Context: an optimization exercise on an open-source flow, tuned for small area, a short achievable clock period and few clock cycles. The choices shown serve that exercise and are no tape-out recipe.
Function was checked by simulation only, so behaviour that the tests miss may differ from the original.

Design IOTDF, start of the top module:
module IOTDF( clk, rst, in_en, iot_in, fn_sel, busy, valid, iot_out);
export LEC_CHECK = 0
export CAP_MARGIN = 20
export CORE_MARGIN = 2
export CORE_UTILIZATION = 40
export SETUP_SLACK_MARGIN = 0.3
export SLEW_MARGIN = 20
create_clock -name core_clock -period 7.0 [get_ports {clk}]
run.sh (not shown) runs the stock make flow with config.mk's settings and CLKGATE_MAP_FILE= SYNTH_SCRIPT=/design/flow/synth_recipe.tcl, a recipe that flattens the netlist after the stock synthesis.
Testbench counts at the start, summed over its fixed seeds: cycles 16,352.
Edit:
- SETUP_SLACK_MARGIN: 0.3 -> 4.8
The new run went through all stages and came out clean.
Cell count goes up by about 14%.
Synthesized cell count is unchanged.
Sequential cell count stays the same.
Fmax goes up by 38%.
Utilization goes up by 13 points.
Critical path depth goes up by 1.
Edit:
- SETUP_SLACK_MARGIN: 4.8 -> 4.0
Outcome: Count of clock-buffer cells in the layout falls by 9; worst setup slack degrades by 0.33 ns; clock skew fell by 0.0094 ns; final area shrinks by 18%.


Another version of the RTL of IOTDF (not shown whole).
Size in the first run: roughly 140 I/O pins, roughly 21000 um2 of cells after synthesis.
Settings: LEC_CHECK=0, ABC_AREA=1, CAP_MARGIN=20, CORE_MARGIN=2, CORE_UTILIZATION=60, CTS_CLUSTER_DIAMETER=100, CTS_CLUSTER_SIZE=25, SETUP_SLACK_MARGIN=4.4, SLEW_MARGIN=20; clock period 7.0 ns.
Testbench counts at the start, summed over its fixed seeds: cycles 16,368.
Then changed:
- ABC_AREA: 1 -> default
- CORE_UTILIZATION: 60 -> 40
- CTS_CLUSTER_DIAMETER: 100 -> default
- CTS_CLUSTER_SIZE: 25 -> default
- SETUP_SLACK_MARGIN: 4.4 -> 4.1
=> Hold slack loses 4.7 ps. First-iteration DRC count drops by 37%. Core utilization shrinks by 21 points. Clock-buffer cell count goes up by 37. Synthesized area went down by 2.8%. Cell count falls by 16%. Flip-flop and latch count does not change. Routed wire length falls by 5.0%. Non-clock buffer count goes down by 34. Critical path depth does not change.


Another version of the RTL of IOTDF (not shown whole).
Size: ~2400 cells after synthesis, about 430 flip-flops, about 0.018 mm² of cells after synthesis.
## IOTDF
module IOTDF( clk, rst, in_en, iot_in, fn_sel, busy, valid, iot_out);
export LEC_CHECK = 0
export ABC_AREA = 1
export CAP_MARGIN = 20
export CORE_MARGIN = 2
export CORE_UTILIZATION = 60
export CTS_CLUSTER_DIAMETER = 100
export CTS_CLUSTER_SIZE = 25
export SETUP_SLACK_MARGIN = 4.4
export SLEW_MARGIN = 20
create_clock -name core_clock -period 7.0 [get_ports {clk}]
standard.sh (not shown) runs the stock make flow with config.mk's settings and CLKGATE_MAP_FILE= SYNTH_SCRIPT=/design/flow/synth_recipe.tcl, a recipe that flattens the netlist after the stock synthesis.
==> flow/flow/run.sh <==
#!/bin/bash
# The standard layout (the standard.sh, standard synthesis unchanged), except that the
# port buffers that buffer_ports inserts are plain sky130 buf_1 cells instead of the
# resizer's default pick (a slow delay cell). Every input and output still gets a buffer.
set -uo pipefail
export BUFFER_PORTS_ARGS="-buffer_cell sky130_fd_sc_hd__buf_1"
bash standard.sh > standard_flow.log 2>&1
Testbench counts at the start, summed over its fixed seeds: cycles 16,368.
==> next run, changes <==
==> flow/flow/run.sh (replaced) <==
#!/bin/bash
# The standard layout (the standard.sh, standard synthesis unchanged) with two changes:
#  - the port buffers that buffer_ports inserts are plain sky130 buf_1 cells instead of the
#    resizer's default pick (a slow delay cell); every input and output still gets a buffer;
#  - before floorplanning, every cell that synthesis upsized is set back to the smallest drive
#    strength of its family (flow/downsize.tcl); the flow's timing repair upsizes what needs it.
set -uo pipefail
HERE=$(cd "$(dirname "$0")" && pwd)
export BUFFER_PORTS_ARGS="-buffer_cell sky130_fd_sc_hd__buf_1"
export PRE_FLOORPLAN_TCL="$HERE/downsize.tcl"
bash standard.sh > standard_flow.log 2>&1
==> flow/flow/downsize.tcl (new file) <==
# Resize every standard cell that synthesis gave a drive strength above the smallest to the
# smallest drive strength of the same cell family (same function and pins). Timing repair
# later in the flow upsizes the cells that need it.
set db [ord::get_db]
set block [ord::get_db_block]
set swapped 0
foreach inst [$block getInsts] {
  set m [$inst getMaster]
  set n [$m getName]
  if {![regexp {^(sky130_fd_sc_hd__[a-z0-9]+)_([0-9]+)$} $n -> base drv]} { continue }
  set best $m
  set barea [expr {[$m getWidth] * [$m getHeight]}]
  foreach d {0 1 2} {
    if {$d >= $drv} { break }
    set c [$db findMaster ${base}_$d]
    if {$c eq "NULL" || $c eq ""} { continue }
    set a [expr {[$c getWidth] * [$c getHeight]}]
    if {$a < $barea} { set best $c; set barea $a }
  }
  if {$best ne $m} {
    if {[$inst swapMaster $best]} { incr swapped }
  }
}
puts "downsize: swapped $swapped instances to a smaller drive strength"
The new run passed the timing, DRC and antenna checks; count of clock-buffer cells in the layout is unchanged; final cell count stays flat.

## re-timing with driven ports
How much do the figures lean on ideal ports? The routed layouts below were timed once more, with nothing changed but the port constraints.
Step 1 (the two cells are an assumption about what drives the block):
set clk [get_ports {clk}]
set_driving_cell -lib_cell sky130_fd_sc_hd__clkbuf_16 $clk
set_driving_cell -lib_cell sky130_fd_sc_hd__buf_2 [delete_from_list [all_inputs] $clk]
Step 2 moves the port delays by t, midway between the first and last clock arrival at a register: inputs arrive t later, outputs are due t later. That takes back most of the time a late clock gives input paths.
Slacks: no drivers / after step 1 / after step 2; pairs: no drivers / after step 1.
| run | t (ns) | setup WS [ns] | clock arrival spread, ns |
|---|---|---|---|
| the first run of note 1 | 0.643 | 3.293 / 3.293 / 3.026 | 0.031 / 0.031 |
| the second run of note 1 | 0.643 | 4.312 / 4.312 / 3.768 | 0.043 / 0.043 |
| the third run of note 1 | 0.639 | 3.982 / 3.939 / 3.497 | 0.032 / 0.033 |
| the first run of note 2 | 0.598 | 4.412 / 4.360 / 3.936 | 0.039 / 0.038 |
| the second run of note 2 | 0.646 | 4.112 / 4.055 / 3.549 | 0.024 / 0.024 |
| the first run of note 3 | 0.589 | 4.382 / 4.328 / 3.914 | 0.033 / 0.032 |
| the second run of note 3 | 0.593 | 4.377 / 4.325 / 3.955 | 0.038 / 0.038 |
After both steps every run listed still meets setup and hold. For the second run of note 2, which loses most, drivers alone change the setup slack by -0.057 ns; drivers and shift together by -0.563 ns.
